Background: an optimization exercise with open tools, aiming at small area, a short achievable clock period and few clock cycles per item. Do not read the settings as production practice. Function was not checked in any run shown here: the RTL went through the layout flow alone.

## flow/design.v (module list and top-level ports; edited modules follow where they fit)
// module sigmoid_unit: 593 lines
// module pfx_row_h4_11_11: 45 lines
// module pfx_row_h4_12_12: 49 lines
// module pfx_row_h4_13_13: 51 lines
// module pfx_row_h4_14_14: 55 lines
// module pfx_row_h4_15_15: 59 lines
// module pfx_row_h4_16_16: 65 lines
// module pfx_row_h4_17_16: 67 lines
module sigmoid_unit (
    input  wire               clk,
    input  wire               rst,
    input  wire               in_valid,
    input  wire signed [15:0] net_in,
    output wire               out_valid,
    output wire signed [31:0] f_net,
    output wire signed [31:0] x,
    output wire signed [31:0] y,
    output wire signed [31:0] z
);
  // ...
==> flow/flow/run.sh <==
#!/bin/bash
set -euo pipefail
export BUFFER_PORTS_ARGS="-buffer_cell sky130_fd_sc_hd__buf_1"
bash standard.sh > standard.log 2>&1
==> flow/standard.sh <==
#!/bin/bash
# synth_recipe.tcl (not shown) runs the flow's synth.tcl, then flattens the netlist and writes it again
# the make line also repeats each setting of config.mk as NAME=value (left out here)
make -C /OpenROAD-flow-scripts/flow DESIGN_CONFIG=/design/flow/config.mk WORK_HOME=/design/flow/orfs CLKGATE_MAP_FILE= SYNTH_SCRIPT=/design/flow/synth_recipe.tcl "${@:-finish}"
==> flow/config.mk <==
export PLATFORM = sky130hd
export DESIGN_NAME = sigmoid_unit
export DESIGN_NICKNAME = sigmoid_unit
export VERILOG_FILES = /design/flow/design.v
export SDC_FILE = /design/flow/constraint.sdc
export NUM_CORES = 4
export LEC_CHECK = 0
export ABC_AREA = 1
export CAP_MARGIN = 20
export CORE_MARGIN = 2
export CORE_UTILIZATION = 40
export SLEW_MARGIN = 20
==> flow/constraint.sdc <==
create_clock -name core_clock -period 62.0 [get_ports {clk}]
set_input_delay 12.4000 -clock core_clock [delete_from_list [all_inputs] [get_ports {clk}]]
set_output_delay 12.4000 -clock core_clock [all_outputs]
set_load 0.01 [all_outputs]
==> insert_results.sql, run 1 <==
INSERT INTO impl_metrics (metric_group, metric, value, unit) VALUES
('clock_tree', 'tritoncts.num_buffers', '9', ''),
('critical_path', 'startpoint_of_the_worst_slack_reg_to_reg_timing_path', 'net_q[15]$_DFF_P_', ''),
('critical_path', 'worst-setup-path-type', 'reg2reg', ''),
('placement', 'place.detailed.instances', '1750', ''),
('critical_path', 'timing.critical_path.buf_inv', '24', ''),
('grt', 'overflow', '0', ''),
('final_layout', 'non_clock_inverter_count', '189', ''),
('critical_path', 'crit_path_start_kind', 'flop', ''),
('drt', 'detail_route.wirelength.met1', '10500', 'µm'),
('floorplan', 'die_height', '168', 'µm'),
('placement', 'dpl.hpwl', '17900', 'µm'),
('grt', 'track_usage', '15.9', '%'),
('critical_path', 'regToRegEndpoint', 't1[4]$_DFF_P_', ''),
('grt', 'met2_usage', '27.7', '%'),
('final_layout', 'flip_flop_and_latch_area', '2060', 'µm²'),
('clock_tree', 'clkLatencyLatePin', '0.37', 'ns'),
('synth', 'area_share_of_xor_xnor_cells_in_the_synthesized_design', '9.77', '%'),
('final_layout', 'areaGrowthSynthToFinish', '5.39', '%'),
('final_layout', 'multi_input_comb_cells', '1010', ''),
('floorplan', 'tap_cells', '341', ''),
('final_layout', 'multi_input_gate_area_in_the_final_layout', '7450', 'µm²'),
('clock_tree', 'clock-sinks', '103', ''),
('job', 'max_cap_violations', '0', ''),
('timing', 'maxSlewViolCount', '0', ''),
('grt', 'grt_start_max_net_pins', '47', ''),
('final_layout', 'biggestCellCategory', 'multi-input gates', ''),
('timing', 'measured_slew_at_the_worst_slew_check_pin', '1.08', 'ns'),
('drt', 'initial_drt_markers', '278', ''),
('status', 'status', 'timing/DRC/antenna clean', ''),
('final_layout', 'non_clock_buffer_area_share', '3.72', '%'),
('placement', 'pre_cts_slack', '46.72', 'ns'),
('timing', 'setup_viol', '0', ''),
('synth', 'netlist_instances', '1369', ''),
('final_layout', 'largest_register_ff_count', '22', ''),
('synth', 'syn_warnings', '1', ''),
('synth', 'synth-adder-area-share', '28.3', '%');
==> run 2: changes to the inputs <==
--- a/flow/design.v
+++ b/flow/design.v
@@ -15,37 +15,37 @@
     net_q <= net_in;
     v0    <= in_valid & ~rst;
 end
 wire        s0 = net_q[15];
 wire [15:0] d0 = ((net_q ^ {16{s0}}) + {15'd0, s0} + 16'd1000);
 wire [10:0] tk9 = 11'd1953;
 wire [10:0] df9;
 wire        ge9;
-pfx_row_h4_11_11 row9 (.t(tk9), .d(d0[10:0]), .hz(~|d0[15:11]), .ge(ge9), .r(df9));
+pfx_row_h3_11_11 row9 (.t(tk9), .d(d0[10:0]), .hz(~|d0[15:11]), .ge(ge9), .r(df9));
 wire [10:0] tr9 = df9;
 wire [11:0] tk8 = {tr9, 1'b0};
 wire [11:0] df8;
 wire        ge8;
-pfx_row_h4_12_12 row8 (.t(tk8), .d(d0[11:0]), .hz(~|d0[15:12]), .ge(ge8), .r(df8));
+pfx_row_h3_12_12 row8 (.t(tk8), .d(d0[11:0]), .hz(~|d0[15:12]), .ge(ge8), .r(df8));
 wire [11:0] tr8 = df8;
 wire [12:0] tk7 = {tr8, 1'b0};
 wire [12:0] df7;
 wire        ge7;
-pfx_row_h4_13_13 row7 (.t(tk7), .d(d0[12:0]), .hz(~|d0[15:13]), .ge(ge7), .r(df7));
+pfx_row_h3_13_13 row7 (.t(tk7), .d(d0[12:0]), .hz(~|d0[15:13]), .ge(ge7), .r(df7));
 wire [12:0] tr7 = df7;
 wire [13:0] tk6 = {tr7, 1'b0};
 wire [13:0] df6;
 wire        ge6;
-pfx_row_h4_14_14 row6 (.t(tk6), .d(d0[13:0]), .hz(~|d0[15:14]), .ge(ge6), .r(df6));
+pfx_row_h3_14_14 row6 (.t(tk6), .d(d0[13:0]), .hz(~|d0[15:14]), .ge(ge6), .r(df6));
 wire [13:0] tr6 = df6;
 wire [14:0] tk5 = {tr6, 1'b1};
 wire [14:0] df5;
 wire        ge5;
-pfx_row_h4_15_15 row5 (.t(tk5), .d(d0[14:0]), .hz(~|d0[15:15]), .ge(ge5), .r(df5));
+pfx_row_h3_15_15 row5 (.t(tk5), .d(d0[14:0]), .hz(~|d0[15:15]), .ge(ge5), .r(df5));
 wire [14:0] tr5 = df5;
 reg [15:0] d1;
 reg        s1;
 reg        v1;
 reg [14:0] t1;
 reg        q9_1;
 reg        q8_1;
 reg        q7_1;
@@ -60,37 +60,37 @@
     q8_1 <= ge8;
     q7_1 <= ge7;
     q6_1 <= ge6;
     q5_1 <= ge5;
 end
 wire [15:0] tk4 = {t1, 1'b1};
 wire [15:0] df4;
 wire        ge4;
-pfx_row_h4_16_16 row4 (.t(tk4), .d(d1[15:0]), .hz(1'b1), .ge(ge4), .r(df4));
+pfx_row_h3_16_16 row4 (.t(tk4), .d(d1[15:0]), .hz(1'b1), .ge(ge4), .r(df4));
 wire [15:0] tr4 = df4;
 wire [16:0] tk3 = {tr4, 1'b1};
 wire [15:0] df3;
 wire        ge3;
-pfx_row_h4_17_16 row3 (.t(tk3), .d(d1[15:0]), .hz(1'b1), .ge(ge3), .r(df3));
+pfx_row_h3_17_16 row3 (.t(tk3), .d(d1[15:0]), .hz(1'b1), .ge(ge3), .r(df3));
 wire [15:0] tr3 = df3;
 wire [16:0] tk2 = {tr3, 1'b1};
 wire [15:0] df2;
 wire        ge2;
-pfx_row_h4_17_16 row2 (.t(tk2), .d(d1[15:0]), .hz(1'b1), .ge(ge2), .r(df2));
+pfx_row_h3_17_16 row2 (.t(tk2), .d(d1[15:0]), .hz(1'b1), .ge(ge2), .r(df2));
 wire [15:0] tr2 = df2;
 wire [16:0] tk1 = {tr2, 1'b1};
 wire [15:0] df1;
 wire        ge1;
-pfx_row_h4_17_16 row1 (.t(tk1), .d(d1[15:0]), .hz(1'b1), .ge(ge1), .r(df1));
+pfx_row_h3_17_16 row1 (.t(tk1), .d(d1[15:0]), .hz(1'b1), .ge(ge1), .r(df1));
 wire [15:0] tr1 = df1;
 wire [16:0] tk0 = {tr1, 1'b1};
 wire [15:0] df0;
 wire        ge0;
-pfx_row_h4_17_16 row0 (.t(tk0), .d(d1[15:0]), .hz(1'b1), .ge(ge0), .r(df0));
+pfx_row_h3_17_16 row0 (.t(tk0), .d(d1[15:0]), .hz(1'b1), .ge(ge0), .r(df0));
 wire [8:0]  qh = {q9_1, q8_1, q7_1, q6_1, q5_1, ge4, ge3, ge2, ge1};
 wire        q0 = ge0;
 wire [8:0] v;
 wire [9:0] v_p, v_g;
 assign v_g[0] = 1'b0; assign v_p[0] = 1'b0;
 assign v_p[1] = (~qh[0]) ^ (1'b0); assign v_g[1] = (~qh[0]) & (1'b0);
 assign v_p[2] = (~qh[1]) ^ (1'b0); assign v_g[2] = (~qh[1]) & (1'b0);
 assign v_p[3] = (~qh[2]) ^ (1'b1); assign v_g[3] = (~qh[2]) & (1'b1);
@@ -586,399 +586,405 @@
     zr <= zv;
 end
 assign out_valid = vo;
 assign x     = {xs[0], xs[0], xs[0], xs[1], xs[1], xs[2], xs[2], xr, 3'b000};
 assign y     = {ys[0], ys[0], ys[0], ys[0], ys[0], ys[0], ys[1], ys[1], ys[1], ys[1], ys[1], ys[2], ys[2], ys[2], ys[2], ys[2], ys[2], ys[3], ys[3], ys[3], ys[3], ys[3], yr};
 assign z     = {21'd0, zr, yr[0]};
 assign f_net = {22'd0, zr};
 endmodule
-module pfx_row_h4_11_11 (
+module pfx_row_h3_11_11 (
     input  wire [10:0] t,
     input  wire [10:0] d,
     input  wire        hz,
     output wire        ge,
     output wire [10:0] r
 );
 wire [10:0] dd = d;
 wire [10:0] p = ~(t ^ dd);    
 wire [10:0] g = ~t & dd;      
 wire g0_1 = g[1] | (p[1] & g[0]);
 wire p0_1 = p[1] & p[0];
-wire g0_5 = g[5] | (p[5] & g[4]);
-wire p0_5 = p[5] & p[4];
-wire g0_9 = g[9] | (p[9] & g[8]);
-wire p0_9 = p[9] & p[8];
+wire g0_4 = g[4] | (p[4] & g[3]);
+wire p0_4 = p[4] & p[3];
+wire g0_7 = g[7] | (p[7] & g[6]);
+wire p0_7 = p[7] & p[6];
+wire g0_10 = g[10] | (p[10] & g[9]);
+wire p0_10 = p[10] & p[9];
 wire g1_2 = g[2] | (p[2] & g0_1);
 wire p1_2 = p[2] & p0_1;
-wire g1_6 = g[6] | (p[6] & g0_5);
-wire p1_6 = p[6] & p0_5;
-wire g1_10 = g[10] | (p[10] & g0_9);
-wire p1_10 = p[10] & p0_9;
-wire g2_3 = g[3] | (p[3] & g1_2);
-wire p2_3 = p[3] & p1_2;
-wire g2_7 = g[7] | (p[7] & g1_6);
-wire p2_7 = p[7] & p1_6;
-wire g3_7 = g2_7 | (p2_7 & g2_3);
-wire p3_7 = p2_7 & p2_3;
-wire g4_4 = g[4] | (p[4] & g2_3);
-wire p4_4 = p[4] & p2_3;
-wire g4_5 = g0_5 | (p0_5 & g2_3);
-wire p4_5 = p0_5 & p2_3;
-wire g4_6 = g1_6 | (p1_6 & g2_3);
-wire p4_6 = p1_6 & p2_3;
-wire g4_8 = g[8] | (p[8] & g3_7);
-wire p4_8 = p[8] & p3_7;
-wire g4_9 = g0_9 | (p0_9 & g3_7);
-wire p4_9 = p0_9 & p3_7;
-wire g4_10 = g1_10 | (p1_10 & g3_7);
-wire p4_10 = p1_10 & p3_7;
-wire [10:0] bi = {g4_9, g4_8, g3_7, g4_6, g4_5, g4_4, g2_3, g1_2, g0_1, g[0], 1'b0};
+wire g1_5 = g[5] | (p[5] & g0_4);
+wire p1_5 = p[5] & p0_4;
+wire g1_8 = g[8] | (p[8] & g0_7);
+wire p1_8 = p[8] & p0_7;
+wire g2_5 = g1_5 | (p1_5 & g1_2);
+wire p2_5 = p1_5 & p1_2;
+wire g3_8 = g1_8 | (p1_8 & g2_5);
+wire p3_8 = p1_8 & p2_5;
+wire g4_3 = g[3] | (p[3] & g1_2);
+wire p4_3 = p[3] & p1_2;
+wire g4_4 = g0_4 | (p0_4 & g1_2);
+wire p4_4 = p0_4 & p1_2;
+wire g4_6 = g[6] | (p[6] & g2_5);
+wire p4_6 = p[6] & p2_5;
+wire g4_7 = g0_7 | (p0_7 & g2_5);
+wire p4_7 = p0_7 & p2_5;
+wire g4_9 = g[9] | (p[9] & g3_8);
+wire p4_9 = p[9] & p3_8;
+wire g4_10 = g0_10 | (p0_10 & g3_8);
+wire p4_10 = p0_10 & p3_8;
+wire [10:0] bi = {g4_9, g3_8, g4_7, g4_6, g2_5, g4_4, g4_3, g1_2, g0_1, g[0], 1'b0};
 assign ge = hz & ~g4_10;
 wire [10:0] df = t ^ dd ^ bi;
 assign r  = ge ? df[10:0] : t[10:0];
 endmodule
-module pfx_row_h4_12_12 (
+module pfx_row_h3_12_12 (
     input  wire [11:0] t,
     input  wire [11:0] d,
     input  wire        hz,
     output wire        ge,
     output wire [11:0] r
 );
 wire [11:0] dd = d;
 wire [11:0] p = ~(t ^ dd);    
 wire [11:0] g = ~t & dd;      
 wire g0_1 = g[1] | (p[1] & g[0]);
 wire p0_1 = p[1] & p[0];
-wire g0_5 = g[5] | (p[5] & g[4]);
-wire p0_5 = p[5] & p[4];
-wire g0_9 = g[9] | (p[9] & g[8]);
-wire p0_9 = p[9] & p[8];
+wire g0_4 = g[4] | (p[4] & g[3]);
+wire p0_4 = p[4] & p[3];
+wire g0_7 = g[7] | (p[7] & g[6]);
+wire p0_7 = p[7] & p[6];
+wire g0_10 = g[10] | (p[10] & g[9]);
+wire p0_10 = p[10] & p[9];
 wire g1_2 = g[2] | (p[2] & g0_1);
 wire p1_2 = p[2] & p0_1;
-wire g1_6 = g[6] | (p[6] & g0_5);
-wire p1_6 = p[6] & p0_5;
-wire g1_10 = g[10] | (p[10] & g0_9);
-wire p1_10 = p[10] & p0_9;
-wire g2_3 = g[3] | (p[3] & g1_2);
-wire p2_3 = p[3] & p1_2;
-wire g2_7 = g[7] | (p[7] & g1_6);
-wire p2_7 = p[7] & p1_6;
-wire g2_11 = g[11] | (p[11] & g1_10);
-wire p2_11 = p[11] & p1_10;
-wire g3_7 = g2_7 | (p2_7 & g2_3);
-wire p3_7 = p2_7 & p2_3;
-wire g4_11 = g2_11 | (p2_11 & g3_7);
-wire p4_11 = p2_11 & p3_7;
-wire g5_4 = g[4] | (p[4] & g2_3);
-wire p5_4 = p[4] & p2_3;
-wire g5_5 = g0_5 | (p0_5 & g2_3);
-wire p5_5 = p0_5 & p2_3;
-wire g5_6 = g1_6 | (p1_6 & g2_3);
-wire p5_6 = p1_6 & p2_3;
-wire g5_8 = g[8] | (p[8] & g3_7);
-wire p5_8 = p[8] & p3_7;
-wire g5_9 = g0_9 | (p0_9 & g3_7);
-wire p5_9 = p0_9 & p3_7;
-wire g5_10 = g1_10 | (p1_10 & g3_7);
-wire p5_10 = p1_10 & p3_7;
-wire [11:0] bi = {g5_10, g5_9, g5_8, g3_7, g5_6, g5_5, g5_4, g2_3, g1_2, g0_1, g[0], 1'b0};
-assign ge = hz & ~g4_11;
+wire g1_5 = g[5] | (p[5] & g0_4);
+wire p1_5 = p[5] & p0_4;
+wire g1_8 = g[8] | (p[8] & g0_7);
+wire p1_8 = p[8] & p0_7;
+wire g1_11 = g[11] | (p[11] & g0_10);
+wire p1_11 = p[11] & p0_10;
+wire g2_5 = g1_5 | (p1_5 & g1_2);
+wire p2_5 = p1_5 & p1_2;
+wire g2_11 = g1_11 | (p1_11 & g1_8);
+wire p2_11 = p1_11 & p1_8;
+wire g3_8 = g1_8 | (p1_8 & g2_5);
+wire p3_8 = p1_8 & p2_5;
+wire g3_11 = g2_11 | (p2_11 & g2_5);
+wire p3_11 = p2_11 & p2_5;
+wire g4_3 = g[3] | (p[3] & g1_2);
+wire p4_3 = p[3] & p1_2;
+wire g4_4 = g0_4 | (p0_4 & g1_2);
+wire p4_4 = p0_4 & p1_2;
+wire g4_6 = g[6] | (p[6] & g2_5);
+wire p4_6 = p[6] & p2_5;
+wire g4_7 = g0_7 | (p0_7 & g2_5);
+wire p4_7 = p0_7 & p2_5;
+wire g4_9 = g[9] | (p[9] & g3_8);
+wire p4_9 = p[9] & p3_8;
+wire g4_10 = g0_10 | (p0_10 & g3_8);
+wire p4_10 = p0_10 & p3_8;
+wire [11:0] bi = {g4_10, g4_9, g3_8, g4_7, g4_6, g2_5, g4_4, g4_3, g1_2, g0_1, g[0], 1'b0};
+assign ge = hz & ~g3_11;
 wire [11:0] df = t ^ dd ^ bi;
 assign r  = ge ? df[11:0] : t[11:0];
 endmodule
-module pfx_row_h4_13_13 (
+module pfx_row_h3_13_13 (
     input  wire [12:0] t,
     input  wire [12:0] d,
     input  wire        hz,
     output wire        ge,
     output wire [12:0] r
 );
 wire [12:0] dd = d;
 wire [12:0] p = ~(t ^ dd);    
 wire [12:0] g = ~t & dd;      
 wire g0_1 = g[1] | (p[1] & g[0]);
 wire p0_1 = p[1] & p[0];
-wire g0_5 = g[5] | (p[5] & g[4]);
-wire p0_5 = p[5] & p[4];
-wire g0_9 = g[9] | (p[9] & g[8]);
-wire p0_9 = p[9] & p[8];
+wire g0_4 = g[4] | (p[4] & g[3]);
+wire p0_4 = p[4] & p[3];
+wire g0_7 = g[7] | (p[7] & g[6]);
+wire p0_7 = p[7] & p[6];
+wire g0_10 = g[10] | (p[10] & g[9]);
+wire p0_10 = p[10] & p[9];
 wire g1_2 = g[2] | (p[2] & g0_1);
 wire p1_2 = p[2] & p0_1;
-wire g1_6 = g[6] | (p[6] & g0_5);
-wire p1_6 = p[6] & p0_5;
-wire g1_10 = g[10] | (p[10] & g0_9);
-wire p1_10 = p[10] & p0_9;
-wire g2_3 = g[3] | (p[3] & g1_2);
-wire p2_3 = p[3] & p1_2;
-wire g2_7 = g[7] | (p[7] & g1_6);
-wire p2_7 = p[7] & p1_6;
-wire g2_11 = g[11] | (p[11] & g1_10);
-wire p2_11 = p[11] & p1_10;
-wire g3_7 = g2_7 | (p2_7 & g2_3);
-wire p3_7 = p2_7 & p2_3;
-wire g4_11 = g2_11 | (p2_11 & g3_7);
-wire p4_11 = p2_11 & p3_7;
-wire g5_4 = g[4] | (p[4] & g2_3);
-wire p5_4 = p[4] & p2_3;
-wire g5_5 = g0_5 | (p0_5 & g2_3);
-wire p5_5 = p0_5 & p2_3;
-wire g5_6 = g1_6 | (p1_6 & g2_3);
-wire p5_6 = p1_6 & p2_3;
-wire g5_8 = g[8] | (p[8] & g3_7);
-wire p5_8 = p[8] & p3_7;
-wire g5_9 = g0_9 | (p0_9 & g3_7);
-wire p5_9 = p0_9 & p3_7;
-wire g5_10 = g1_10 | (p1_10 & g3_7);
-wire p5_10 = p1_10 & p3_7;
-wire g5_12 = g[12] | (p[12] & g4_11);
-wire p5_12 = p[12] & p4_11;
-wire [12:0] bi = {g4_11, g5_10, g5_9, g5_8, g3_7, g5_6, g5_5, g5_4, g2_3, g1_2, g0_1, g[0], 1'b0};
-assign ge = hz & ~g5_12;
+wire g1_5 = g[5] | (p[5] & g0_4);
+wire p1_5 = p[5] & p0_4;
+wire g1_8 = g[8] | (p[8] & g0_7);
+wire p1_8 = p[8] & p0_7;
+wire g1_11 = g[11] | (p[11] & g0_10);
+wire p1_11 = p[11] & p0_10;
+wire g2_5 = g1_5 | (p1_5 & g1_2);
+wire p2_5 = p1_5 & p1_2;
+wire g2_11 = g1_11 | (p1_11 & g1_8);
+wire p2_11 = p1_11 & p1_8;
+wire g3_8 = g1_8 | (p1_8 & g2_5);
+wire p3_8 = p1_8 & p2_5;
+wire g3_11 = g2_11 | (p2_11 & g2_5);
+wire p3_11 = p2_11 & p2_5;
+wire g4_3 = g[3] | (p[3] & g1_2);
+wire p4_3 = p[3] & p1_2;
+wire g4_4 = g0_4 | (p0_4 & g1_2);
+wire p4_4 = p0_4 & p1_2;
+wire g4_6 = g[6] | (p[6] & g2_5);
+wire p4_6 = p[6] & p2_5;
+wire g4_7 = g0_7 | (p0_7 & g2_5);
+wire p4_7 = p0_7 & p2_5;
+wire g4_9 = g[9] | (p[9] & g3_8);
+wire p4_9 = p[9] & p3_8;
+wire g4_10 = g0_10 | (p0_10 & g3_8);
+wire p4_10 = p0_10 & p3_8;
+wire g4_12 = g[12] | (p[12] & g3_11);
+wire p4_12 = p[12] & p3_11;
+wire [12:0] bi = {g3_11, g4_10, g4_9, g3_8, g4_7, g4_6, g2_5, g4_4, g4_3, g1_2, g0_1, g[0], 1'b0};
+assign ge = hz & ~g4_12;
 wire [12:0] df = t ^ dd ^ bi;
 assign r  = ge ? df[12:0] : t[12:0];
 endmodule
-module pfx_row_h4_14_14 (
+module pfx_row_h3_14_14 (
     input  wire [13:0] t,
     input  wire [13:0] d,
     input  wire        hz,
     output wire        ge,
     output wire [13:0] r
 );
 wire [13:0] dd = d;
 wire [13:0] p = ~(t ^ dd);    
 wire [13:0] g = ~t & dd;      
 wire g0_1 = g[1] | (p[1] & g[0]);
 wire p0_1 = p[1] & p[0];
-wire g0_5 = g[5] | (p[5] & g[4]);
-wire p0_5 = p[5] & p[4];
-wire g0_9 = g[9] | (p[9] & g[8]);
-wire p0_9 = p[9] & p[8];
+wire g0_4 = g[4] | (p[4] & g[3]);
+wire p0_4 = p[4] & p[3];
+wire g0_7 = g[7] | (p[7] & g[6]);
+wire p0_7 = p[7] & p[6];
+wire g0_10 = g[10] | (p[10] & g[9]);
+wire p0_10 = p[10] & p[9];
 wire g0_13 = g[13] | (p[13] & g[12]);
 wire p0_13 = p[13] & p[12];
 wire g1_2 = g[2] | (p[2] & g0_1);
 wire p1_2 = p[2] & p0_1;
-wire g1_6 = g[6] | (p[6] & g0_5);
-wire p1_6 = p[6] & p0_5;
-wire g1_10 = g[10] | (p[10] & g0_9);
-wire p1_10 = p[10] & p0_9;
-wire g2_3 = g[3] | (p[3] & g1_2);
-wire p2_3 = p[3] & p1_2;
-wire g2_7 = g[7] | (p[7] & g1_6);
-wire p2_7 = p[7] & p1_6;
-wire g2_11 = g[11] | (p[11] & g1_10);
-wire p2_11 = p[11] & p1_10;
-wire g3_7 = g2_7 | (p2_7 & g2_3);
-wire p3_7 = p2_7 & p2_3;
-wire g4_11 = g2_11 | (p2_11 & g3_7);
-wire p4_11 = p2_11 & p3_7;
-wire g5_4 = g[4] | (p[4] & g2_3);
-wire p5_4 = p[4] & p2_3;
-wire g5_5 = g0_5 | (p0_5 & g2_3);
-wire p5_5 = p0_5 & p2_3;
-wire g5_6 = g1_6 | (p1_6 & g2_3);
-wire p5_6 = p1_6 & p2_3;
-wire g5_8 = g[8] | (p[8] & g3_7);
-wire p5_8 = p[8] & p3_7;
-wire g5_9 = g0_9 | (p0_9 & g3_7);
-wire p5_9 = p0_9 & p3_7;
-wire g5_10 = g1_10 | (p1_10 & g3_7);
-wire p5_10 = p1_10 & p3_7;
-wire g5_12 = g[12] | (p[12] & g4_11);
-wire p5_12 = p[12] & p4_11;
-wire g5_13 = g0_13 | (p0_13 & g4_11);
-wire p5_13 = p0_13 & p4_11;
-wire [13:0] bi = {g5_12, g4_11, g5_10, g5_9, g5_8, g3_7, g5_6, g5_5, g5_4, g2_3, g1_2, g0_1, g[0], 1'b0};
-assign ge = hz & ~g5_13;
+wire g1_5 = g[5] | (p[5] & g0_4);
+wire p1_5 = p[5] & p0_4;
+wire g1_8 = g[8] | (p[8] & g0_7);
+wire p1_8 = p[8] & p0_7;
+wire g1_11 = g[11] | (p[11] & g0_10);
+wire p1_11 = p[11] & p0_10;
+wire g2_5 = g1_5 | (p1_5 & g1_2);
+wire p2_5 = p1_5 & p1_2;
+wire g2_11 = g1_11 | (p1_11 & g1_8);
+wire p2_11 = p1_11 & p1_8;
+wire g3_8 = g1_8 | (p1_8 & g2_5);
+wire p3_8 = p1_8 & p2_5;
+wire g3_11 = g2_11 | (p2_11 & g2_5);
+wire p3_11 = p2_11 & p2_5;
+wire g4_3 = g[3] | (p[3] & g1_2);
+wire p4_3 = p[3] & p1_2;
+wire g4_4 = g0_4 | (p0_4 & g1_2);
+wire p4_4 = p0_4 & p1_2;
+wire g4_6 = g[6] | (p[6] & g2_5);
+wire p4_6 = p[6] & p2_5;
+wire g4_7 = g0_7 | (p0_7 & g2_5);
+wire p4_7 = p0_7 & p2_5;
+wire g4_9 = g[9] | (p[9] & g3_8);
+wire p4_9 = p[9] & p3_8;
+wire g4_10 = g0_10 | (p0_10 & g3_8);
+wire p4_10 = p0_10 & p3_8;
+wire g4_12 = g[12] | (p[12] & g3_11);
+wire p4_12 = p[12] & p3_11;
+wire g4_13 = g0_13 | (p0_13 & g3_11);
+wire p4_13 = p0_13 & p3_11;
+wire [13:0] bi = {g4_12, g3_11, g4_10, g4_9, g3_8, g4_7, g4_6, g2_5, g4_4, g4_3, g1_2, g0_1, g[0], 1'b0};
+assign ge = hz & ~g4_13;
 wire [13:0] df = t ^ dd ^ bi;
 assign r  = ge ? df[13:0] : t[13:0];
 endmodule
-module pfx_row_h4_15_15 (
+module pfx_row_h3_15_15 (
     input  wire [14:0] t,
     input  wire [14:0] d,
     input  wire        hz,
     output wire        ge,
     output wire [14:0] r
 );
 wire [14:0] dd = d;
 wire [14:0] p = ~(t ^ dd);    
 wire [14:0] g = ~t & dd;      
 wire g0_1 = g[1] | (p[1] & g[0]);
 wire p0_1 = p[1] & p[0];
-wire g0_5 = g[5] | (p[5] & g[4]);
-wire p0_5 = p[5] & p[4];
-wire g0_9 = g[9] | (p[9] & g[8]);
-wire p0_9 = p[9] & p[8];
+wire g0_4 = g[4] | (p[4] & g[3]);
+wire p0_4 = p[4] & p[3];
+wire g0_7 = g[7] | (p[7] & g[6]);
+wire p0_7 = p[7] & p[6];
+wire g0_10 = g[10] | (p[10] & g[9]);
+wire p0_10 = p[10] & p[9];
 wire g0_13 = g[13] | (p[13] & g[12]);
 wire p0_13 = p[13] & p[12];
 wire g1_2 = g[2] | (p[2] & g0_1);
 wire p1_2 = p[2] & p0_1;
-wire g1_6 = g[6] | (p[6] & g0_5);
-wire p1_6 = p[6] & p0_5;
-wire g1_10 = g[10] | (p[10] & g0_9);
-wire p1_10 = p[10] & p0_9;
+wire g1_5 = g[5] | (p[5] & g0_4);
+wire p1_5 = p[5] & p0_4;
+wire g1_8 = g[8] | (p[8] & g0_7);
+wire p1_8 = p[8] & p0_7;
+wire g1_11 = g[11] | (p[11] & g0_10);
+wire p1_11 = p[11] & p0_10;
 wire g1_14 = g[14] | (p[14] & g0_13);
 wire p1_14 = p[14] & p0_13;
-wire g2_3 = g[3] | (p[3] & g1_2);
-wire p2_3 = p[3] & p1_2;
-wire g2_7 = g[7] | (p[7] & g1_6);
-wire p2_7 = p[7] & p1_6;
-wire g2_11 = g[11] | (p[11] & g1_10);
-wire p2_11 = p[11] & p1_10;
-wire g3_7 = g2_7 | (p2_7 & g2_3);
-wire p3_7 = p2_7 & p2_3;
-wire g4_11 = g2_11 | (p2_11 & g3_7);
-wire p4_11 = p2_11 & p3_7;
-wire g5_4 = g[4] | (p[4] & g2_3);
-wire p5_4 = p[4] & p2_3;
-wire g5_5 = g0_5 | (p0_5 & g2_3);
-wire p5_5 = p0_5 & p2_3;
-wire g5_6 = g1_6 | (p1_6 & g2_3);
-wire p5_6 = p1_6 & p2_3;
-wire g5_8 = g[8] | (p[8] & g3_7);
-wire p5_8 = p[8] & p3_7;
-wire g5_9 = g0_9 | (p0_9 & g3_7);
-wire p5_9 = p0_9 & p3_7;
-wire g5_10 = g1_10 | (p1_10 & g3_7);
-wire p5_10 = p1_10 & p3_7;
-wire g5_12 = g[12] | (p[12] & g4_11);
-wire p5_12 = p[12] & p4_11;
-wire g5_13 = g0_13 | (p0_13 & g4_11);
-wire p5_13 = p0_13 & p4_11;
-wire g5_14 = g1_14 | (p1_14 & g4_11);
-wire p5_14 = p1_14 & p4_11;
-wire [14:0] bi = {g5_13, g5_12, g4_11, g5_10, g5_9, g5_8, g3_7, g5_6, g5_5, g5_4, g2_3, g1_2, g0_1, g[0], 1'b0};
-assign ge = hz & ~g5_14;
+wire g2_5 = g1_5 | (p1_5 & g1_2);
+wire p2_5 = p1_5 & p1_2;
+wire g2_11 = g1_11 | (p1_11 & g1_8);
+wire p2_11 = p1_11 & p1_8;
+wire g3_8 = g1_8 | (p1_8 & g2_5);
+wire p3_8 = p1_8 & p2_5;
+wire g3_11 = g2_11 | (p2_11 & g2_5);
+wire p3_11 = p2_11 & p2_5;
+wire g4_14 = g1_14 | (p1_14 & g3_11);
+wire p4_14 = p1_14 & p3_11;
+wire g5_3 = g[3] | (p[3] & g1_2);
+wire p5_3 = p[3] & p1_2;
+wire g5_4 = g0_4 | (p0_4 & g1_2);
+wire p5_4 = p0_4 & p1_2;
+wire g5_6 = g[6] | (p[6] & g2_5);
+wire p5_6 = p[6] & p2_5;
+wire g5_7 = g0_7 | (p0_7 & g2_5);
+wire p5_7 = p0_7 & p2_5;
+wire g5_9 = g[9] | (p[9] & g3_8);
+wire p5_9 = p[9] & p3_8;
+wire g5_10 = g0_10 | (p0_10 & g3_8);
+wire p5_10 = p0_10 & p3_8;
+wire g5_12 = g[12] | (p[12] & g3_11);
+wire p5_12 = p[12] & p3_11;
+wire g5_13 = g0_13 | (p0_13 & g3_11);
+wire p5_13 = p0_13 & p3_11;
+wire [14:0] bi = {g5_13, g5_12, g3_11, g5_10, g5_9, g3_8, g5_7, g5_6, g2_5, g5_4, g5_3, g1_2, g0_1, g[0], 1'b0};
+assign ge = hz & ~g4_14;
 wire [14:0] df = t ^ dd ^ bi;
 assign r  = ge ? df[14:0] : t[14:0];
 endmodule
-module pfx_row_h4_16_16 (
+module pfx_row_h3_16_16 (
     input  wire [15:0] t,
     input  wire [15:0] d,
     input  wire        hz,
     output wire        ge,
     output wire [15:0] r
 );
 wire [15:0] dd = d;
 wire [15:0] p = ~(t ^ dd);    
 wire [15:0] g = ~t & dd;      
 wire g0_1 = g[1] | (p[1] & g[0]);
 wire p0_1 = p[1] & p[0];
-wire g0_5 = g[5] | (p[5] & g[4]);
-wire p0_5 = p[5] & p[4];
-wire g0_9 = g[9] | (p[9] & g[8]);
-wire p0_9 = p[9] & p[8];
+wire g0_4 = g[4] | (p[4] & g[3]);
+wire p0_4 = p[4] & p[3];
+wire g0_7 = g[7] | (p[7] & g[6]);
+wire p0_7 = p[7] & p[6];
+wire g0_10 = g[10] | (p[10] & g[9]);
+wire p0_10 = p[10] & p[9];
 wire g0_13 = g[13] | (p[13] & g[12]);
 wire p0_13 = p[13] & p[12];
 wire g1_2 = g[2] | (p[2] & g0_1);
 wire p1_2 = p[2] & p0_1;
-wire g1_6 = g[6] | (p[6] & g0_5);
-wire p1_6 = p[6] & p0_5;
-wire g1_10 = g[10] | (p[10] & g0_9);
-wire p1_10 = p[10] & p0_9;
+wire g1_5 = g[5] | (p[5] & g0_4);
+wire p1_5 = p[5] & p0_4;
+wire g1_8 = g[8] | (p[8] & g0_7);
+wire p1_8 = p[8] & p0_7;
+wire g1_11 = g[11] | (p[11] & g0_10);
+wire p1_11 = p[11] & p0_10;
 wire g1_14 = g[14] | (p[14] & g0_13);
 wire p1_14 = p[14] & p0_13;
-wire g2_3 = g[3] | (p[3] & g1_2);
-wire p2_3 = p[3] & p1_2;
-wire g2_7 = g[7] | (p[7] & g1_6);
-wire p2_7 = p[7] & p1_6;
-wire g2_11 = g[11] | (p[11] & g1_10);
-wire p2_11 = p[11] & p1_10;
-wire g2_15 = g[15] | (p[15] & g1_14);
-wire p2_15 = p[15] & p1_14;
-wire g3_7 = g2_7 | (p2_7 & g2_3);
-wire p3_7 = p2_7 & p2_3;
-wire g3_15 = g2_15 | (p2_15 & g2_11);
-wire p3_15 = p2_15 & p2_11;
-wire g4_11 = g2_11 | (p2_11 & g3_7);
-wire p4_11 = p2_11 & p3_7;
-wire g4_15 = g3_15 | (p3_15 & g3_7);
-wire p4_15 = p3_15 & p3_7;
-wire g5_4 = g[4] | (p[4] & g2_3);
-wire p5_4 = p[4] & p2_3;
-wire g5_5 = g0_5 | (p0_5 & g2_3);
-wire p5_5 = p0_5 & p2_3;
-wire g5_6 = g1_6 | (p1_6 & g2_3);
-wire p5_6 = p1_6 & p2_3;
-wire g5_8 = g[8] | (p[8] & g3_7);
-wire p5_8 = p[8] & p3_7;
-wire g5_9 = g0_9 | (p0_9 & g3_7);
-wire p5_9 = p0_9 & p3_7;
-wire g5_10 = g1_10 | (p1_10 & g3_7);
-wire p5_10 = p1_10 & p3_7;
-wire g5_12 = g[12] | (p[12] & g4_11);
-wire p5_12 = p[12] & p4_11;
-wire g5_13 = g0_13 | (p0_13 & g4_11);
-wire p5_13 = p0_13 & p4_11;
-wire g5_14 = g1_14 | (p1_14 & g4_11);
-wire p5_14 = p1_14 & p4_11;
-wire [15:0] bi = {g5_14, g5_13, g5_12, g4_11, g5_10, g5_9, g5_8, g3_7, g5_6, g5_5, g5_4, g2_3, g1_2, g0_1, g[0], 1'b0};
-assign ge = hz & ~g4_15;
+wire g2_5 = g1_5 | (p1_5 & g1_2);
+wire p2_5 = p1_5 & p1_2;
+wire g2_11 = g1_11 | (p1_11 & g1_8);
+wire p2_11 = p1_11 & p1_8;
+wire g3_8 = g1_8 | (p1_8 & g2_5);
+wire p3_8 = p1_8 & p2_5;
+wire g3_11 = g2_11 | (p2_11 & g2_5);
+wire p3_11 = p2_11 & p2_5;
+wire g4_14 = g1_14 | (p1_14 & g3_11);
+wire p4_14 = p1_14 & p3_11;
+wire g5_3 = g[3] | (p[3] & g1_2);
+wire p5_3 = p[3] & p1_2;
+wire g5_4 = g0_4 | (p0_4 & g1_2);
+wire p5_4 = p0_4 & p1_2;
+wire g5_6 = g[6] | (p[6] & g2_5);
+wire p5_6 = p[6] & p2_5;
+wire g5_7 = g0_7 | (p0_7 & g2_5);
+wire p5_7 = p0_7 & p2_5;
+wire g5_9 = g[9] | (p[9] & g3_8);
+wire p5_9 = p[9] & p3_8;
+wire g5_10 = g0_10 | (p0_10 & g3_8);
+wire p5_10 = p0_10 & p3_8;
+wire g5_12 = g[12] | (p[12] & g3_11);
+wire p5_12 = p[12] & p3_11;
+wire g5_13 = g0_13 | (p0_13 & g3_11);
+wire p5_13 = p0_13 & p3_11;
+wire g5_15 = g[15] | (p[15] & g4_14);
+wire p5_15 = p[15] & p4_14;
+wire [15:0] bi = {g4_14, g5_13, g5_12, g3_11, g5_10, g5_9, g3_8, g5_7, g5_6, g2_5, g5_4, g5_3, g1_2, g0_1, g[0], 1'b0};
+assign ge = hz & ~g5_15;
 wire [15:0] df = t ^ dd ^ bi;
 assign r  = ge ? df[15:0] : t[15:0];
 endmodule
-module pfx_row_h4_17_16 (
+module pfx_row_h3_17_16 (
     input  wire [16:0] t,
     input  wire [15:0] d,
     input  wire        hz,
     output wire        ge,
     output wire [15:0] r
 );
 wire [16:0] dd = {1'd0, d};
 wire [16:0] p = ~(t ^ dd);    
 wire [16:0] g = ~t & dd;      
 wire g0_1 = g[1] | (p[1] & g[0]);
 wire p0_1 = p[1] & p[0];
-wire g0_5 = g[5] | (p[5] & g[4]);
-wire p0_5 = p[5] & p[4];
-wire g0_9 = g[9] | (p[9] & g[8]);
-wire p0_9 = p[9] & p[8];
+wire g0_4 = g[4] | (p[4] & g[3]);
+wire p0_4 = p[4] & p[3];
+wire g0_7 = g[7] | (p[7] & g[6]);
+wire p0_7 = p[7] & p[6];
+wire g0_10 = g[10] | (p[10] & g[9]);
+wire p0_10 = p[10] & p[9];
 wire g0_13 = g[13] | (p[13] & g[12]);
 wire p0_13 = p[13] & p[12];
+wire g0_16 = g[16] | (p[16] & g[15]);
+wire p0_16 = p[16] & p[15];
 wire g1_2 = g[2] | (p[2] & g0_1);
 wire p1_2 = p[2] & p0_1;
-wire g1_6 = g[6] | (p[6] & g0_5);
-wire p1_6 = p[6] & p0_5;
-wire g1_10 = g[10] | (p[10] & g0_9);
-wire p1_10 = p[10] & p0_9;
+wire g1_5 = g[5] | (p[5] & g0_4);
+wire p1_5 = p[5] & p0_4;
+wire g1_8 = g[8] | (p[8] & g0_7);
+wire p1_8 = p[8] & p0_7;
+wire g1_11 = g[11] | (p[11] & g0_10);
+wire p1_11 = p[11] & p0_10;
 wire g1_14 = g[14] | (p[14] & g0_13);
 wire p1_14 = p[14] & p0_13;
-wire g2_3 = g[3] | (p[3] & g1_2);
-wire p2_3 = p[3] & p1_2;
-wire g2_7 = g[7] | (p[7] & g1_6);
-wire p2_7 = p[7] & p1_6;
-wire g2_11 = g[11] | (p[11] & g1_10);
-wire p2_11 = p[11] & p1_10;
-wire g2_15 = g[15] | (p[15] & g1_14);
-wire p2_15 = p[15] & p1_14;
-wire g3_7 = g2_7 | (p2_7 & g2_3);
-wire p3_7 = p2_7 & p2_3;
-wire g3_15 = g2_15 | (p2_15 & g2_11);
-wire p3_15 = p2_15 & p2_11;
-wire g4_11 = g2_11 | (p2_11 & g3_7);
-wire p4_11 = p2_11 & p3_7;
-wire g4_15 = g3_15 | (p3_15 & g3_7);
-wire p4_15 = p3_15 & p3_7;
-wire g5_4 = g[4] | (p[4] & g2_3);
-wire p5_4 = p[4] & p2_3;
-wire g5_5 = g0_5 | (p0_5 & g2_3);
-wire p5_5 = p0_5 & p2_3;
-wire g5_6 = g1_6 | (p1_6 & g2_3);
-wire p5_6 = p1_6 & p2_3;
-wire g5_8 = g[8] | (p[8] & g3_7);
-wire p5_8 = p[8] & p3_7;
-wire g5_9 = g0_9 | (p0_9 & g3_7);
-wire p5_9 = p0_9 & p3_7;
-wire g5_10 = g1_10 | (p1_10 & g3_7);
-wire p5_10 = p1_10 & p3_7;
-wire g5_12 = g[12] | (p[12] & g4_11);
-wire p5_12 = p[12] & p4_11;
-wire g5_13 = g0_13 | (p0_13 & g4_11);
-wire p5_13 = p0_13 & p4_11;
-wire g5_14 = g1_14 | (p1_14 & g4_11);
-wire p5_14 = p1_14 & p4_11;
-wire g5_16 = g[16] | (p[16] & g4_15);
-wire p5_16 = p[16] & p4_15;
-wire [16:0] bi = {g4_15, g5_14, g5_13, g5_12, g4_11, g5_10, g5_9, g5_8, g3_7, g5_6, g5_5, g5_4, g2_3, g1_2, g0_1, g[0], 1'b0};
+wire g2_5 = g1_5 | (p1_5 & g1_2);
+wire p2_5 = p1_5 & p1_2;
+wire g2_11 = g1_11 | (p1_11 & g1_8);
+wire p2_11 = p1_11 & p1_8;
+wire g3_8 = g1_8 | (p1_8 & g2_5);
+wire p3_8 = p1_8 & p2_5;
+wire g3_11 = g2_11 | (p2_11 & g2_5);
+wire p3_11 = p2_11 & p2_5;
+wire g4_14 = g1_14 | (p1_14 & g3_11);
+wire p4_14 = p1_14 & p3_11;
+wire g5_3 = g[3] | (p[3] & g1_2);
+wire p5_3 = p[3] & p1_2;
+wire g5_4 = g0_4 | (p0_4 & g1_2);
+wire p5_4 = p0_4 & p1_2;
+wire g5_6 = g[6] | (p[6] & g2_5);
+wire p5_6 = p[6] & p2_5;
+wire g5_7 = g0_7 | (p0_7 & g2_5);
+wire p5_7 = p0_7 & p2_5;
+wire g5_9 = g[9] | (p[9] & g3_8);
+wire p5_9 = p[9] & p3_8;
+wire g5_10 = g0_10 | (p0_10 & g3_8);
+wire p5_10 = p0_10 & p3_8;
+wire g5_12 = g[12] | (p[12] & g3_11);
+wire p5_12 = p[12] & p3_11;
+wire g5_13 = g0_13 | (p0_13 & g3_11);
+wire p5_13 = p0_13 & p3_11;
+wire g5_15 = g[15] | (p[15] & g4_14);
+wire p5_15 = p[15] & p4_14;
+wire g5_16 = g0_16 | (p0_16 & g4_14);
+wire p5_16 = p0_16 & p4_14;
+wire [16:0] bi = {g5_15, g4_14, g5_13, g5_12, g3_11, g5_10, g5_9, g3_8, g5_7, g5_6, g2_5, g5_4, g5_3, g1_2, g0_1, g[0], 1'b0};
 assign ge = hz & ~g5_16;
 wire [16:0] df = t ^ dd ^ bi;
 assign r  = ge ? df[15:0] : t[15:0];
 endmodule
==> flow/flow/run.sh (replaced) <==
#!/bin/bash
set -euo pipefail
export BUFFER_PORTS_ARGS="-buffer_cell sky130_fd_sc_hd__buf_1"
# one tie cell drives all constant outputs
export SKIP_REPAIR_TIE_FANOUT=1
bash standard.sh > standard.log 2>&1
--- a/flow/config.mk
+++ b/flow/config.mk
@@ -4,9 +4,10 @@
 export VERILOG_FILES = /design/flow/design.v
 export SDC_FILE = /design/flow/constraint.sdc
 export NUM_CORES = 4
 export LEC_CHECK = 0
 export ABC_AREA = 1
 export CAP_MARGIN = 20
 export CORE_MARGIN = 2
 export CORE_UTILIZATION = 40
+export CTS_BUF_LIST = sky130_fd_sc_hd__clkbuf_4 sky130_fd_sc_hd__clkbuf_8
 export SLEW_MARGIN = 20
==> run 2 against run 1 <==
Compared with the run above:
- synthesized cell count rose by 1.8%
- final area is 2.5% lower
- largest cell class unchanged
- critical path type unchanged
- highest routed layer unchanged
- critical endpoint is now t1[2]$_DFF_P_
==> insert_results.sql, run 2 <==
INSERT INTO impl_metrics (metric_group, metric, value, unit) VALUES
('clock_tree', 'clkLatencyLatePin', '0.39', 'ns'),
('critical_path', 'worst-r2r-setup-slack', '46.77', 'ns'),
('final_layout', 'mostFrequentLayoutCell', 'sky130_fd_sc_hd__nand2_1', ''),
('timing', 'setup_viol', '0', ''),
('floorplan', 'die_area', '28400', 'µm²'),
('timing', 'finalHoldViolations', '0', ''),
('synth', 'synth_top_cells_by_count', 'sky130_fd_sc_hd__nand2_1, sky130_fd_sc_hd__inv_1, sky130_fd_sc_hd__ha_1', ''),
('clock_tree', 'ctsLongestPathBuffers', '2', ''),
('grt', 'first_global_vias', '8061', ''),
('drt', 'drt-vias-per-instance', '4.72', ''),
('floorplan', 'die_w', '169', 'µm'),
('placement', 'buffer_ports.inserted', '101', ''),
('hold_path', 'timing.hold.worst_endpoint', 'v1$_DFF_P_', ''),
('drt', 'detail_route.wl_per_cell', '12.0', 'µm'),
('timing', 'final.setup.worst_slack', '46.77', 'ns'),
('clock_tree', 'tritoncts.num_buffers', '9', ''),
('final_layout', 'nets', '1626', ''),
('final_layout', 'layout-drive-gt1-share', '4.78', '%'),
('floorplan', 'die_height', '169', 'µm'),
('placement', 'pre_cts_slack', '46.59', 'ns'),
('clock_tree', 'post_cts_resize_count', '0', ''),
('critical_path', 'startpoint_of_the_worst_slack_reg_to_reg_timing_path', 'net_q[15]$_DFF_P_', ''),
('clock_tree', 'clock-sinks', '103', ''),
('final_layout', 'layout.cells.most_common_list', 'sky130_fd_sc_hd__nand2_1, sky130_fd_sc_hd__inv_1, sky130_fd_sc_hd__ha_1', ''),
('critical_path', 'worst-setup-path-type', 'reg2reg', ''),
('critical_path', 'worstPathMaxFanout', '27', ''),
('drt', 'initial_drt_markers', '304', ''),
('clock_tree', 'cts-htree-levels', '3', ''),
('clock_tree', 'tritoncts', 'built', ''),
('placement', 'dpl.hpwl', '17700', 'µm'),
('synth', 'synth.avg_cell_area', '7.78', 'µm²'),
('hold_path', 'hold_start', 'v0$_DFF_P_', ''),
('critical_path', 'timing.critical_path.slowest_stage_cell', 'sky130_fd_sc_hd__dfxtp_1', ''),
('synth', 'synth_area', '10800', 'µm²'),
('job', 'max_cap_violations', '0', ''),
('synth', 'synth_edf_count', '0', ''),
('placement', 'place.gp.congestion', '0.808', ''),
('synth', 'synth.yosys.seq_area_share', '19.0', '%'),
('timing', 'fin_crit_sh', '24.6', '%'),
('critical_path', 'critical_path.max_stage_delay', '1.02', 'ns'),
('grt', 'grt_start_max_net_pins', '47', ''),
('synth', 'asyncSetResetFlopFracSynth', '0', '%'),
('critical_path', 'timing.critical_path.buf_inv', '11', ''),
('timing', 'relSlewSlack', '30.4', '%'),
('drt', 'vias', '8224', ''),
('status', 'status', 'timing/DRC/antenna clean', ''),
('floorplan', 'coreArea', '26800', 'µm²'),
('grt', 'antenna_violations_before_repair', '0', ''),
('critical_path', 'endpoint_kind', 'flop', ''),
('critical_path', 'crit_family', 'simple AND/OR/NAND/NOR gates', ''),
('timing', 'measured_slew_at_the_worst_slew_check_pin', '1.04', 'ns'),
('clock_tree', 'clock_pin_slew_on_the_worst_setup_and_hold_paths', '0.10', 'ns'),
('synth', 'synth_flop_cell', 'sky130_fd_sc_hd__dfxtp_1', ''),
('critical_path', 'crit_path_start_kind', 'flop', ''),
('clock_tree', 'cts-root-buf', 'sky130_fd_sc_hd__clkbuf_8', ''),
('drt', 'final_antenna_net_count', '0', ''),
('critical_path', 'timing.reg2reg.worst_path_depth', '79', ''),
('timing', 'maxSlewViolCount', '0', ''),
('timing', 'grt_setup_unrepaired', 'no', ''),
('critical_path', 'regToRegEndpoint', 't1[2]$_DFF_P_', ''),
('floorplan', 'rows', '60', ''),
('timing', 'highest_clock_rate', '65.6', 'MHz'),
('synth', 'post-synth-top-area-fraction', '19.0', '%'),
('final_layout', 'regMostFlops', 'xr', ''),
('final_layout', 'areaGrowthSynthToFinish', '2.59', '%'),
('final_layout', 'antennaDiodeCount', '0', ''),
('critical_path', 'worstSetupStartpoint', 'net_q[15]$_DFF_P_', ''),
('final_layout', 'layout_top_registers', 'xr (22), d1 (16), net_q (16)', ''),
('hold_path', 'hold-path-cell-count', '2', ''),
('grt', 'grt_pass1_wl', '36700', 'µm'),
('drt', 'detail_route.first_pass.iterations', '4', ''),
('final_layout', 'largest_register_ff_count', '22', ''),
('floorplan', 'floorplan.initialDensity', '40.5', '%'),
('synth', 'syn_warnings', '1', ''),
('timing', 'period_needed', '15.23', 'ns'),
('critical_path', 'path_common_cell', 'sky130_fd_sc_hd__nor2_1', ''),
('clock_tree', 'cts_hold_repair.buffers', '0', ''),
('timing', 'finClkSkew', '0.0142', 'ns'),
('drt', 'totalWireLength', '20900', 'µm'),
('synth', 'netlist_instances', '1393', ''),
('critical_path', 'worst_ep_required_time', '62.32', 'ns'),
('timing', 'setup_tns', '0', 'ns'),
('synth', 'postSynthRegisterBits', '103', ''),
('synth', 'synthMostInstantiatedCell', 'sky130_fd_sc_hd__nand2_1', ''),
('synth', 'synth.area.top_cells', 'sky130_fd_sc_hd__dfxtp_1, sky130_fd_sc_hd__ha_1, sky130_fd_sc_hd__fa_1', ''),
('synth', 'yosysUniqueCellTypes', '51', ''),
('floorplan', 'io_pins', '148', ''),
('synth', 'netlist.top_cell.by_area', 'sky130_fd_sc_hd__dfxtp_1', ''),
('grt', 'track_usage', '15.6', '%'),
('hold_path', 'hold_class', 'reg2reg', ''),
('grt', 'overflow', '0', ''),
('clock_tree', 'post-cts-setup-buffers', '0', ''),
('critical_path', 'cp.arrival', '15.55', 'ns'),
('drt', 'route.detailed.drc', '0', '');
==> run 2: cell count changes after synthesis, moves of 6 or more <==
cell                      delta
sky130_fd_sc_hd__o21ai_1    +14
sky130_fd_sc_hd__nor2_1     +30
sky130_fd_sc_hd__nand2_1    +28
sky130_fd_sc_hd__nand3_1    -17
sky130_fd_sc_hd__o21ai_2    -10
sky130_fd_sc_hd__xnor2_1     -6
sky130_fd_sc_hd__ha_1        +7
==> run 2: kinds of logic after synthesis <==
group           count (synthesis)  share of synthesized area [%]
simple gates                  490                           19.1
fa+ha+maj                     209                           29.2
flops                         103                           19.0
buf+inv                       303                           13.7
xor+xnor                      109                           9.29
mux                             5                          0.462
other cells                     1                         0.0346
compound gates                173                           9.21
==> run 2: routing by layer <==
| layer | share of wire (%) | wire, µm | track usage, % |
|---|---|---|---|
| met4 | 1.3 | 271 | 3.86 |
| met1 | 48 | 9940 | 19.3 |
| met3 | 3.1 | 640 | 2.41 |
| met5 | 0 | 0 | 0 |
| met2 | 48 | 10000 | 28.5 |
==> run 2: worst max-delay path by stage <==
stage,slack (ns),end,depth (start not counted)
after floorplan,49.03,y[16],1
after global placement,47.00,t1[2]$_DFF_P_,79
after detailed placement,46.59,t1[2]$_DFF_P_,80
after CTS,46.54,t1[2]$_DFF_P_,80
after global routing,44.89,t1[8]$_DFF_P_,80
final,46.77,t1[2]$_DFF_P_,79
==> run 2: area by class of cell <==
cell class                 instances  area [µm²]
clock buffer                      10         131
clock inverter                     6        70.1
fill                            2729       15700
inverter                         192         723
multi-input combinational        987        7300
sequential                       103        2060
tap                              341         427
timing repair buffer             105         409
==> run 2: worst register-to-register path: cells and delay by family, from the launching register on <==
family	cells	cell delay, ns
and+or+nand+nor	36	4.18
buffers and inverters	11	1.95
adders and majority gates	8	2.69
muxes	2	0.61
DFF	1	1.02
AOI/OAI and AO/OA	21	3.98
xor gates and xnor gates	1	0.69
==> run 2: metrics by stage <==
step | area, µm² | util (%) | hold slack (ns) | instances
floorplan | 10800 | - | 0.367 | 1393
global placement | 10900 | 40.8 | 0.394 | 1728
detailed placement | 10900 | 40.8 | 0.398 | 1728
CTS | 11100 | 41.5 | 0.414 | 1744
global route | 11100 | 41.5 | 0.442 | 1744
finish | 11100 | 41.5 | 0.409 | 1744

==> static timing again, ports no longer ideal <==
No port has a modelled driver above. Below, the same layouts with a new extraction and two added sets of constraints. Step 1 sets driving cells, clkbuf_16 on the clock port and buf_2 on the other inputs (assumed; they add their load-dependent delay and slew). Step 2 moves the port delays by t, midway between the first and last clock arrival at a register: inputs arrive t later, outputs are due t later. That takes back most of the time a late clock gives input paths. Slacks: ideal / step 1 / step 2; pairs: ideal / step 1.
| run | t, ns | setup slack, ns | clock arrival spread, ns | worst register clock-pin slew, ns | cell pins on the clock port's net |
|---|---|---|---|---|---|
| run 1 | 0.402 | 47.234 / 47.234 / 47.234 | 0.018 / 0.018 | 0.08 / 0.08 | 1 |
| run 2 | 0.426 | 46.767 / 46.767 / 46.767 | 0.014 / 0.014 | 0.11 / 0.11 | 1 |
After both steps every run listed still meets setup and hold.
